Source: an optimization exercise on an open RTL-to-GDS flow (aim: small area and a short achievable clock period). Production flows keep margins and buffers that such runs may drop.
Function was checked by simulation only, so behaviour that the tests miss may differ from the original.

==> flow/design.v (excerpt) <==
module top_32bit(
    input               clk,
    input               we,
    input               reset,
    input      [31:0]   data,
    input      [1:0]    p_sel,
    input      [31:0]   P0,
    input      [31:0]   P1,
    output     [31:0]   P0_out,
    output     [31:0]   P1_out,
    output     [31:0]   data_out
  );
  localparam [2:0] OP_ADD = 3'd0, OP_SUB = 3'd1, OP_MUL = 3'd2, OP_AND = 3'd3,
                   OP_OR  = 3'd4, OP_XOR = 3'd5, OP_LT  = 3'd6;
  reg  [4:0]  a1;
  reg         first;
  always @(posedge clk or posedge reset)
    if (reset) a1 <= 5'd0;
    else       a1 <= first ? 5'd0 : a1 + 5'd1;
  always @(posedge clk)
    first <= reset;
  wire [3:0] d_op = data[31:28];
  wire [2:0] d_rs = data[27:25];
  wire [2:0] d_rA = data[24:22];
  wire [2:0] d_rB = data[21:19];
  reg  [2:0] e_op, e_A, e_B;
  always @* begin
    e_A = d_rA;
    e_B = d_rB;
    case (d_op)
      4'b0000: e_op = OP_ADD;
      4'b0001: e_op = OP_SUB;
      4'b0010: e_op = OP_MUL;
      4'b0011: e_op = OP_AND;
      4'b0100: e_op = OP_OR;
      4'b0101: e_op = OP_XOR;
      4'b0110: begin e_op = OP_LT; e_A = d_rB; e_B = d_rA; end
      4'b0111: e_op = OP_LT;
      4'b1001: begin e_op = OP_AND; e_B = d_rA; end
      default: begin e_op = OP_XOR; e_B = d_rA; end
    endcase
  end
  wire [11:0] enc = {e_op, d_rs, e_A, e_B};
  reg  [11:0] mem [0:31];
  always @(posedge clk)
    if (we) mem[a1] <= enc;
  reg  [11:0] J;
  always @(posedge clk)
    J <= we ? enc : mem[a1];
  wire [2:0] j_op = J[11:9];
  wire [2:0] j_rs = J[8:6];
  wire [2:0] j_A  = J[5:3];
  wire [2:0] j_B  = J[2:0];
  reg  [31:0]  R0, R1;
  reg  [191:0] Rh;         
  reg  [7:2]   valid;
  reg  [2:0]   rs_cur;     
  wire [31:0]  alu;        
  always @(posedge clk or posedge reset)
    if (reset) begin
      R0 <= 32'd0;
      R1 <= 32'd0;
    end else begin
      if (rs_cur == 3'd0) R0 <= p_sel[0] ? alu : P0;
      if (rs_cur == 3'd1) R1 <= p_sel[1] ? alu : P1;
    end
  genvar k;
  generate
    for (k = 2; k < 8; k = k + 1) begin : g_reg
      always @(posedge clk)
        if (rs_cur == k) Rh[32*(k-2) +: 32] <= alu;
  ...
Size: roughly 4100 cells after synthesis, roughly 780 flip-flops, about 200 I/O pins, roughly 47000 sq um of cells after synthesis.
==> flow/config.mk <==
export PLATFORM = sky130hd
export DESIGN_NAME = top_32bit
export DESIGN_NICKNAME = top_32bit
export VERILOG_FILES = /design/flow/design.v
export SDC_FILE = /design/flow/constraint.sdc
export NUM_CORES = 4
export LEC_CHECK = 0
export CAP_MARGIN = 20
export CORE_MARGIN = 2
export CORE_UTILIZATION = 40
export SETUP_SLACK_MARGIN = 5
export SLEW_MARGIN = 20
export SYNTH_HIERARCHICAL = 1
==> flow/constraint.sdc <==
create_clock -name core_clock -period 12.0 [get_ports {clk}]
set_input_delay 2.4000 -clock core_clock [delete_from_list [all_inputs] [get_ports {clk}]]
set_output_delay 2.4000 -clock core_clock [all_outputs]
set_load 0.01 [all_outputs]
run.sh (not shown) runs the stock make flow with config.mk's settings and CLKGATE_MAP_FILE= SYNTH_SCRIPT=/design/flow/synth_recipe.tcl, a recipe that flattens the netlist after the stock synthesis.
The first run completed with no timing, DRC or antenna violations.
Change:
Settings changed: SYNTH_HIERARCHICAL 1 to unset.
After rerunning: Worst setup slack gets worse by 0.18 ns. Utilization climbs by 0.79 points. Via count climbs by 6.0%. Wire length climbs by 16%. Non-clock buffer count climbs by 41. Cell count barely changes.
Change:
==> flow/flow/run.sh (new file) <==
#!/bin/bash
set -euo pipefail
bash standard.sh SETUP_SLACK_MARGIN=7 finish > layout_make.log 2>&1
==> flow/standard.sh (new file) <==
#!/bin/bash
# synth_recipe.tcl (not shown) runs the flow's synth.tcl, then flattens the netlist and writes it again
# the make line also repeats each setting of config.mk as NAME=value (left out here)
make -C /OpenROAD-flow-scripts/flow DESIGN_CONFIG=/design/flow/config.mk WORK_HOME=/design/flow/orfs CLKGATE_MAP_FILE= SYNTH_SCRIPT=/design/flow/synth_recipe.tcl "${@:-finish}"
Settings changed: SETUP_SLACK_MARGIN 5 to unset, SYNTH_HIERARCHICAL set to 1.
removed: flow/run.sh
=> Non-clock buffer count increases by 206; fmax increases by about 4%; die area increases by about 1.5%.

========
top_32bit, a different RTL version from the one above (not shown whole).
Size: about 3600 cells after synthesis, about 780 flip-flops, about 200 I/O pins, ~43000 um^2 of cells after synthesis.
Settings: LEC_CHECK=0, CAP_MARGIN=20, CORE_MARGIN=2, CORE_UTILIZATION=70, SLEW_MARGIN=20, SYNTH_HIERARCHICAL=1; clock period 12.0 ns.
standard.sh (not shown) runs the stock make flow with config.mk's settings and CLKGATE_MAP_FILE= SYNTH_SCRIPT=/design/flow/synth_recipe.tcl, a recipe that flattens the netlist after the stock synthesis.
==> flow/flow/run.sh <==
#!/bin/bash
# The standard layout (the standard.sh, standard synthesis included) with:
#  - a clock tree of smaller buffers, larger sink clusters and no dummy loads;
#  - port buffers of buf_2 cells.
# make's own output goes to layout_make.log; each ORFS step logs under orfs/logs.
set -euo pipefail
bash standard.sh SETUP_SLACK_MARGIN=6.5 \
  'CTS_ARGS=-sink_clustering_enable -repair_clock_nets -dont_use_dummy_load -buf_list {sky130_fd_sc_hd__clkbuf_4 sky130_fd_sc_hd__clkbuf_8} -sink_clustering_size 16' \
  'BUFFER_PORTS_ARGS=-buffer_cell sky130_fd_sc_hd__buf_2' \
  finish > layout_make.log 2>&1
The first run completed and failed the layout checks on capacitance limit, slew limit.
Change:
CORE_UTILIZATION = 60   (was 70)
Outcome: The changed run finished with timing, DRC and antenna clean. Design area climbs by 1.2%. Setup slack gets better by 0.67 ns. Global-route usage shrinks by 10 points. Clock skew is lower by 0.084 ns.
Change:
==> flow/flow/run.sh (replaced) <==
#!/bin/bash
set -euo pipefail
bash standard.sh SETUP_SLACK_MARGIN=7.5 finish > layout_make.log 2>&1
After rerunning: Worst setup slack gets worse by 0.32 ns.
Change:
==> flow/flow/run.sh (replaced) <==
#!/bin/bash
set -euo pipefail
bash standard.sh SETUP_SLACK_MARGIN=6.5 finish > layout_make.log 2>&1
Final cell count goes down by 1.9%.
Global-route usage went down by 2.2 points.
Clock-buffer cell count is higher by 11.
Wire length decreases by 6.1%.
Worst setup slack gains 0.25 ns.
Non-clock buffer count came out lower by 89.
Utilization decreases by 2.8 points.
Sequential share of layout area climbs by 1.4 points.
Hold slack degrades by 0.011 ns.
Change:
==> flow/flow/run.sh (replaced) <==
#!/bin/bash
# The standard layout (the standard.sh, standard synthesis included) with:
#  - a clock tree of smaller buffers, larger sink clusters and no dummy loads;
#  - port buffers of buf_2 cells.
# make's own output goes to layout_make.log; each ORFS step logs under orfs/logs.
set -euo pipefail
bash standard.sh SETUP_SLACK_MARGIN=6.5 \
  'CTS_ARGS=-sink_clustering_enable -repair_clock_nets -dont_use_dummy_load -buf_list {sky130_fd_sc_hd__clkbuf_4 sky130_fd_sc_hd__clkbuf_8} -sink_clustering_size 16' \
  'BUFFER_PORTS_ARGS=-buffer_cell sky130_fd_sc_hd__buf_2' \
  finish > layout_make.log 2>&1
CORE_UTILIZATION = 65   (was 60)
Critical path depth came out lower by 1; area after synthesis is unchanged; routed wire length went down by a few percent; first-iteration DRC count rose by a little under a tenth; synthesized cell count does not change; die area fell by a little under a tenth.

========
top_32bit again, from the RTL that the note above started with.
## top_32bit
module top_32bit(
    input               clk,
    input               we,
    input               reset,
    input      [31:0]   data,
    input      [1:0]    p_sel,
    input      [31:0]   P0,
    input      [31:0]   P1,
    output     [31:0]   P0_out,
    output     [31:0]   P1_out,
    output     [31:0]   data_out
  );
export LEC_CHECK = 0
export CAP_MARGIN = 20
export CORE_MARGIN = 2
export CORE_UTILIZATION = 60
export SLEW_MARGIN = 20
export SYNTH_HIERARCHICAL = 1
create_clock -name core_clock -period 12.0 [get_ports {clk}]
==> flow/flow/run.sh <==
#!/bin/bash
# The standard layout (the standard.sh, standard synthesis included) with:
#  - a clock tree of smaller buffers, larger sink clusters and no dummy loads;
#  - port buffers of buf_2 cells.
# make's own output goes to layout_make.log; each ORFS step logs under orfs/logs.
set -euo pipefail
bash standard.sh SETUP_SLACK_MARGIN=6.0 \
  'CTS_ARGS=-sink_clustering_enable -repair_clock_nets -dont_use_dummy_load -buf_list {sky130_fd_sc_hd__clkbuf_4 sky130_fd_sc_hd__clkbuf_8} -sink_clustering_size 16' \
  'BUFFER_PORTS_ARGS=-buffer_cell sky130_fd_sc_hd__buf_2' \
  finish > layout_make.log 2>&1
Edit:
--- a/flow/flow/run.sh
+++ b/flow/flow/run.sh
@@ -6,3 +6,3 @@
 set -euo pipefail
-bash standard.sh SETUP_SLACK_MARGIN=6.0 \
+bash standard.sh SETUP_SLACK_MARGIN=6.5 \
   'CTS_ARGS=-sink_clustering_enable -repair_clock_nets -dont_use_dummy_load -buf_list {sky130_fd_sc_hd__clkbuf_4 sky130_fd_sc_hd__clkbuf_8} -sink_clustering_size 16' \
--- a/flow/config.mk
+++ b/flow/config.mk
@@ -7,2 +7,3 @@
 export LEC_CHECK = 0
+export ABC_AREA = 1
 export CAP_MARGIN = 20
Setup slack gains 0.34 ns.
Die area rises by 9.6%.
Maximum frequency rises by about 6%.
Sequential cell count stays the same.
Edit:
--- a/flow/flow/run.sh
+++ b/flow/flow/run.sh
@@ -7,3 +7,3 @@
 bash standard.sh SETUP_SLACK_MARGIN=6.5 \
-  'CTS_ARGS=-sink_clustering_enable -repair_clock_nets -dont_use_dummy_load -buf_list {sky130_fd_sc_hd__clkbuf_4 sky130_fd_sc_hd__clkbuf_8} -sink_clustering_size 16' \
+  'CTS_ARGS=-sink_clustering_enable -repair_clock_nets -dont_use_dummy_load -buf_list {sky130_fd_sc_hd__clkbuf_4} -root_buf sky130_fd_sc_hd__clkbuf_16 -sink_clustering_size 12' \
   'BUFFER_PORTS_ARGS=-buffer_cell sky130_fd_sc_hd__buf_2' \
--- a/flow/config.mk
+++ b/flow/config.mk
@@ -7,3 +7,2 @@
 export LEC_CHECK = 0
-export ABC_AREA = 1
 export CAP_MARGIN = 20
Effect:
- sequential share of layout area rose by 3.5 points
- worst setup slack is better by 0.0050 ns
- hold slack got worse by 0.026 ns
- first-iteration DRC count falls by 0.46%
- final cell count decreases by 33%
- global-route usage rises by 2.1 points
- die area went down by 8.7%
- fmax hardly moves
- clock skew goes up by 0.049 ns
- utilization increases by 0.63 points

[port drivers added, routing unchanged]
No port has a modelled driver above. Below, the same layouts with a new extraction and two added sets of constraints. Step 1, drivers: a clkbuf_16 drives clk and a buf_2 each remaining input, both assumed. Step 2 moves the port delays by t, midway between the first and last clock arrival at a register: inputs arrive t later, outputs are due t later. That takes back most of the time a late clock gives input paths. Slacks: ideal / step 1 / step 2; pairs: ideal / step 1.
run | t, ns | slack for setup (ns) | slew at the worst register clock pin (ns) | pins driven straight from the clock port
the first run of note 1 | 0.746 | 5.054 / 4.984 / 4.719 | 0.07 / 0.07 | 1
the second run of note 1 | 0.732 | 4.878 / 4.808 / 4.435 | 0.07 / 0.07 | 1
the third run of note 1 | 0.742 | 5.149 / 5.078 / 5.203 | 0.06 / 0.06 | 1
the first run of note 2 | 0.803 | 5.740 / 5.743 / 4.940 | 0.08 / 0.08 | 1
the second run of note 2 | 0.814 | 6.413 / 6.351 / 5.624 | 0.07 / 0.07 | 1
the third run of note 2 | 0.716 | 6.097 / 6.131 / 5.415 | 0.07 / 0.07 | 1
the fourth run of note 2 | 0.716 | 6.351 / 6.329 / 5.652 | 0.07 / 0.07 | 1
the fifth run of note 2 | 0.825 | 6.312 / 6.247 / 5.422 | 0.07 / 0.07 | 1
the first run of note 3 | 0.818 | 6.020 / 6.032 / 5.248 | 0.06 / 0.06 | 1
the second run of note 3 | 0.845 | 6.365 / 6.304 / 5.541 | 0.06 / 0.06 | 1
the third run of note 3 | 0.771 | 6.370 / 6.373 / 5.608 | 0.07 / 0.07 | 1
The setup slack of the fifth run of note 2, which loses most, moves by -0.065 ns with the drivers and by -0.890 ns with both steps.
